From an optimization exercise on the open Yosys and OpenROAD flow, aimed at small area, a short achievable clock period and few clock cycles; shortcuts taken in it are not production practice. At most, simulation tests tie the RTL to the original design; equivalence was not proved. No activity file was given, so power comes from the tool's default toggle rates.

==> flow/design.v <==
module demosaic(clk, reset, in_en, data_in, wr_r, addr_r, wdata_r, rdata_r, wr_g, addr_g, wdata_g, rdata_g, wr_b, addr_b, wdata_b, rdata_b, done);
input clk;
input reset;
input in_en;
input [7:0] data_in;
output reg wr_r;
output reg [13:0] addr_r;
output reg [7:0] wdata_r;
input [7:0] rdata_r;
output reg wr_g;
output reg [13:0] addr_g;
output reg [7:0] wdata_g;
input [7:0] rdata_g;
output reg wr_b;
output reg [13:0] addr_b;
output reg [7:0] wdata_b;
input [7:0] rdata_b;
output reg done;
localparam M_STREAM = 2'd0, M_LAST = 2'd1, M_POST = 2'd2;
reg [1:0] mode;
reg [13:0] pos;
reg pre;          
reg last;         
reg q0, q1, q2;   
reg [7:0] mo_p, mo_q, uo;    
reg [8:0] vr;                
reg [9:0] vm;                
reg [7:0] to_q, me_b;        
reg [8:0] p1, p2;            
reg [7:0] te;                
reg [8:0] w_a, w_b;          
wire stream = (mode == M_STREAM);
wire [5:0] rb = pos[13:8];
wire [5:0] cb = pos[6:1];
wire [5:0] radj = rb + (pos[7] ? 6'h3f : 6'h01);
wire [5:0] cadj = cb + (stream ? 6'h3f : 6'h01);
wire [5:0] c6p2 = cb + 6'd2;
wire [5:0] smp1 = rb + 6'd2;
wire is_r = ~pos[7] &  pos[0];
wire is_b =  pos[7] & ~pos[0];
wire is_g = ~(is_r | is_b);
wire post = (mode == M_POST) & ~done;
wire [5:0] s  = rb;
wire [5:0] c6 = cb;
wire [5:0] sm = radj;          
wire fin = q1 & last & (s == 6'd62);
wire [8:0] rl = mo_p + mo_q;
wire [9:0] rd = vm + rdata_b;
wire [7:0] sum_r = q0 ? rl[8:1] : q1 ? vr[8:1] : rd[9:2];
wire [9:0] tg = p1 + p2;
wire [7:0] sum_g = tg[9:2];
wire [8:0] bl = te + rdata_r;
wire [9:0] bd = w_a + w_b;
wire [7:0] sum_b = q0 ? bl[8:1] : q1 ? bd[9:2] : w_b[8:1];
always @(posedge clk or posedge reset) begin
    if (reset) begin
        mode <= M_STREAM;
        done <= 1'b0;
    end else begin
        case (mode)
            M_STREAM: if (in_en && (&pos)) mode <= M_LAST;
            M_LAST:   mode <= M_POST;
            default:  if (post && fin) done <= 1'b1;
        endcase
    end
end
always @(posedge clk) begin
    if (reset) begin
        pos <= 14'd0;
        wr_r <= 1'b0; wr_g <= 1'b0; wr_b <= 1'b0;
    end else if (mode == M_STREAM) begin
        wr_r <= in_en; wr_g <= in_en; wr_b <= in_en;
        if (in_en) pos <= pos + 14'd1;
    end else if (mode == M_LAST) begin
        wr_r <= 1'b0; wr_g <= 1'b0; wr_b <= 1'b0;
        pos <= {6'd0, 1'b0, 6'd63, 1'b0};
        pre <= 1'b1; last <= 1'b0;
        q0 <= 1'b1; q1 <= 1'b0; q2 <= 1'b0;
    end else if (post) begin
        q0 <= q2 | (q1 & last);
        q1 <= q0;
        q2 <= q1 & ~last;
        if (q1 & last) begin
            pos[13:8] <= sm; pre <= 1'b1; last <= 1'b0;
        end
        if (q2) begin
            pre <= 1'b0; pos[6:1] <= cadj; last <= (c6 == 6'd62);
        end
        wr_r <= (q0 & ~pre) | (q1 & ~last & ~pre) | q2;
        wr_g <= (q0 & ~pre & ~last) | q2;
        wr_b <= (q0 & ~pre & ~last) | (q1 & ~last & ~pre) | q2;
    end else begin
        wr_r <= 1'b0; wr_g <= 1'b0; wr_b <= 1'b0;
    end
end
always @(posedge clk) begin
    if (q0) te <= rdata_r;
    if (q1) begin
        mo_p <= mo_q; mo_q <= rdata_g;
        to_q <= rdata_b;
    end
    if (q2) uo <= rdata_b;
    if (q2) me_b <= rdata_g;
    else if (q0 & pre) me_b <= rdata_b;    
end
always @(posedge clk) begin
    w_b <= q0 ? rdata_r + rdata_g : w_b;
    w_a <= w_b;                         
    vr  <= uo + mo_q;                   
    vm  <= vr + rdata_g;                
    p1  <= me_b + to_q;                 
    p2  <= rdata_r + (q1 ? rdata_b : rdata_g);
end
reg ra_r, ra_g, c_r, c_g, c_b;       
reg [1:0] ra_b;                      
reg c2_g;                            
reg r0_r, r0_g, r0_b, k0_r, k0_g, k0_b;    
always @(*) begin
    if (stream) begin
        ra_r = is_g; ra_g = is_b; ra_b = {1'b0, is_r};
        c_r = ~is_r; c_g = ~is_g; c_b = ~is_b; c2_g = 1'b0;
        r0_r = pos[7]; r0_g = pos[7]; r0_b = pos[7];
        k0_r = pos[0]; k0_g = pos[0]; k0_b = pos[0];
    end else if (q0) begin           
        ra_r = 1'b1; ra_g = 1'b1; ra_b = 2'd0;
        c_r = 1'b0; c_g = 1'b0; c_b = 1'b0; c2_g = 1'b0;
        r0_r = 1'b0; r0_g = 1'b0; r0_b = 1'b1;
        k0_r = 1'b0; k0_g = 1'b1; k0_b = 1'b1;
    end else if (q1 & ~last) begin   
        ra_r = 1'b0; ra_g = 1'b1; ra_b = 2'd1;
        c_r = 1'b0; c_g = 1'b0; c_b = 1'b0; c2_g = 1'b1;
        r0_r = 1'b1; r0_g = 1'b0; r0_b = 1'b0;
        k0_r = 1'b1; k0_g = 1'b0; k0_b = 1'b1;
    end else if (q2) begin           
        ra_r = 1'b0; ra_g = 1'b0; ra_b = 2'd1;
        c_r = 1'b1; c_g = 1'b1; c_b = 1'b1; c2_g = 1'b0;
        r0_r = 1'b1; r0_g = 1'b1; r0_b = 1'b0;
        k0_r = 1'b0; k0_g = 1'b0; k0_b = 1'b0;
    end else begin                   
        ra_r = 1'b1; ra_g = 1'b1; ra_b = 2'd2;
        c_r = 1'b0; c_g = 1'b0; c_b = 1'b0; c2_g = 1'b0;
        r0_r = 1'b1; r0_g = 1'b1; r0_b = 1'b0;
        k0_r = 1'b0; k0_g = 1'b0; k0_b = 1'b0;
    end
end
always @(posedge clk) begin
    if (mode[0]) begin
        addr_r <= {7'd1, 7'd126}; addr_g <= {7'd1, 7'd126}; addr_b <= {7'd2, 7'd126};
    end else begin
        addr_r <= {ra_r ? radj : rb, r0_r, c_r ? cadj : cb, k0_r};
        addr_g <= {ra_g ? radj : rb, r0_g, c2_g ? c6p2 : c_g ? cadj : cb, k0_g};
        addr_b <= {ra_b[1] ? smp1 : ra_b[0] ? radj : rb, r0_b, c_b ? cadj : cb, k0_b};
    end
    if (stream) begin
        wdata_r <= data_in; wdata_g <= data_in; wdata_b <= data_in;
    end else begin
        wdata_r <= sum_r; wdata_g <= sum_g; wdata_b <= sum_b;
    end
end
endmodule
clock: 5.5 ns
lec_check: 0
cap_margin: 20
core_margin: 2
core_utilization: 40
cts_buf_list: sky130_fd_sc_hd__clkbuf_8
setup_slack_margin: 3
slew_margin: 20
standard.sh (not shown) runs the stock make flow with config.mk's settings and CLKGATE_MAP_FILE= SYNTH_SCRIPT=/design/flow/synth_recipe.tcl, a recipe that flattens the netlist after the stock synthesis.
==> flow/flow/run.sh <==
#!/bin/bash
# Standard layout, but with small port buffers instead of the delay-cell
# default that buffer_ports picks.
cp standard.sh standard_sh_copy.log
export BUFFER_PORTS_ARGS="-buffer_cell sky130_fd_sc_hd__buf_1"
bash standard.sh > standard.log 2>&1
The first run completed without violations.
Testbench counts at the start, summed over its fixed seeds: cycles 457,744.
Change:
--- a/flow/design.v
+++ b/flow/design.v
@@ -34,17 +34,16 @@
 wire [5:0] cb = pos[6:1];
 wire [5:0] radj = rb + (pos[7] ? 6'h3f : 6'h01);
 wire [5:0] cadj = cb + (stream ? 6'h3f : 6'h01);
 wire [5:0] c6p2 = cb + 6'd2;
-wire [5:0] smp1 = rb + 6'd2;
 wire is_r = ~pos[7] &  pos[0];
 wire is_b =  pos[7] & ~pos[0];
 wire is_g = ~(is_r | is_b);
 wire post = (mode == M_POST) & ~done;
 wire [5:0] s  = rb;
 wire [5:0] c6 = cb;
 wire [5:0] sm = radj;          
-wire fin = q1 & last & (s == 6'd62);
+wire fin = q1 & last & (s == 6'd63);    
 wire [8:0] rl = mo_p + mo_q;
 wire [9:0] rd = vm + rdata_b;
 wire [7:0] sum_r = q0 ? rl[8:1] : q1 ? vr[8:1] : rd[9:2];
 wire [9:0] tg = p1 + p2;
@@ -79,10 +78,11 @@
     end else if (post) begin
         q0 <= q2 | (q1 & last);
         q1 <= q0;
         q2 <= q1 & ~last;
+        if (q0 & last) pos[13:8] <= sm;        
         if (q1 & last) begin
-            pos[13:8] <= sm; pre <= 1'b1; last <= 1'b0;
+            pre <= 1'b1; last <= 1'b0;
         end
         if (q2) begin
             pre <= 1'b0; pos[6:1] <= cadj; last <= (c6 == 6'd62);
         end
@@ -111,34 +111,34 @@
     p1  <= me_b + to_q;                 
     p2  <= rdata_r + (q1 ? rdata_b : rdata_g);
 end
 reg ra_r, ra_g, c_r, c_g, c_b;       
-reg [1:0] ra_b;                      
+reg ra_b;
 reg c2_g;                            
 reg r0_r, r0_g, r0_b, k0_r, k0_g, k0_b;    
 always @(*) begin
     if (stream) begin
-        ra_r = is_g; ra_g = is_b; ra_b = {1'b0, is_r};
+        ra_r = is_g; ra_g = is_b; ra_b = is_r;
         c_r = ~is_r; c_g = ~is_g; c_b = ~is_b; c2_g = 1'b0;
         r0_r = pos[7]; r0_g = pos[7]; r0_b = pos[7];
         k0_r = pos[0]; k0_g = pos[0]; k0_b = pos[0];
     end else if (q0) begin           
-        ra_r = 1'b1; ra_g = 1'b1; ra_b = 2'd0;
+        ra_r = 1'b1; ra_g = 1'b1; ra_b = 1'b0;
         c_r = 1'b0; c_g = 1'b0; c_b = 1'b0; c2_g = 1'b0;
         r0_r = 1'b0; r0_g = 1'b0; r0_b = 1'b1;
         k0_r = 1'b0; k0_g = 1'b1; k0_b = 1'b1;
     end else if (q1 & ~last) begin   
-        ra_r = 1'b0; ra_g = 1'b1; ra_b = 2'd1;
+        ra_r = 1'b0; ra_g = 1'b1; ra_b = 1'b1;
         c_r = 1'b0; c_g = 1'b0; c_b = 1'b0; c2_g = 1'b1;
         r0_r = 1'b1; r0_g = 1'b0; r0_b = 1'b0;
         k0_r = 1'b1; k0_g = 1'b0; k0_b = 1'b1;
     end else if (q2) begin           
-        ra_r = 1'b0; ra_g = 1'b0; ra_b = 2'd1;
+        ra_r = 1'b0; ra_g = 1'b0; ra_b = 1'b1;
         c_r = 1'b1; c_g = 1'b1; c_b = 1'b1; c2_g = 1'b0;
         r0_r = 1'b1; r0_g = 1'b1; r0_b = 1'b0;
         k0_r = 1'b0; k0_g = 1'b0; k0_b = 1'b0;
     end else begin                   
-        ra_r = 1'b1; ra_g = 1'b1; ra_b = 2'd2;
+        ra_r = 1'b0; ra_g = 1'b0; ra_b = 1'b1;
         c_r = 1'b0; c_g = 1'b0; c_b = 1'b0; c2_g = 1'b0;
         r0_r = 1'b1; r0_g = 1'b1; r0_b = 1'b0;
         k0_r = 1'b0; k0_g = 1'b0; k0_b = 1'b0;
     end
@@ -148,9 +148,9 @@
         addr_r <= {7'd1, 7'd126}; addr_g <= {7'd1, 7'd126}; addr_b <= {7'd2, 7'd126};
     end else begin
         addr_r <= {ra_r ? radj : rb, r0_r, c_r ? cadj : cb, k0_r};
         addr_g <= {ra_g ? radj : rb, r0_g, c2_g ? c6p2 : c_g ? cadj : cb, k0_g};
-        addr_b <= {ra_b[1] ? smp1 : ra_b[0] ? radj : rb, r0_b, c_b ? cadj : cb, k0_b};
+        addr_b <= {ra_b ? radj : rb, r0_b, c_b ? cadj : cb, k0_b};
     end
     if (stream) begin
         wdata_r <= data_in; wdata_g <= data_in; wdata_b <= data_in;
     end else begin
The new run finished with timing, DRC and antenna clean; first-iteration DRC count decreases by about 13%; total power is lower by 2.3%; non-clock buffer count drops by 5; synthesized area goes down by about 1.2%; final area decreases by 1.1%; wire length falls by about 0.5%; fmax fell by 0.44%; clock-buffer cell count rose by 1; sequential cell count stays the same; clock skew is about the same; worst setup slack degrades by 11 ps; worst hold slack got worse by 27 ps; global-route usage is lower by 0.12 points; die area went down by 1.2%.
Function not checked in the second run of this note: the RTL went through the layout flow alone.

what the ideal ports hide:
The flow's constraints put no driver on any port. The routed layouts listed below were extracted and timed again, unchanged, in two steps.
Step 1: set_driving_cell puts a clkbuf_16 on clk and a buf_2 on each other input, an assumption about the parent block.
Step 2, shift: input delay + t, output delay - t, t = (earliest + latest rising clock arrival at the registers) / 2. This alone moves slack from input paths to output paths.
a / b / c = no drivers / after step 1 / after step 2; a / b = the first two.
run | shift t [ns] | setup slack, ns | latest minus earliest clock arrival (ns) | cell pins on the clock port's net
the first run | 0.524 | 3.050 / 3.070 / 2.546 | 0.019 / 0.019 | 1
the second run | 0.492 | 3.039 / 3.056 / 2.564 | 0.021 / 0.021 | 1
After both steps every run listed still meets setup and hold. For the first run, which loses most, drivers alone change the setup slack by +0.020 ns; drivers and shift together by -0.504 ns.
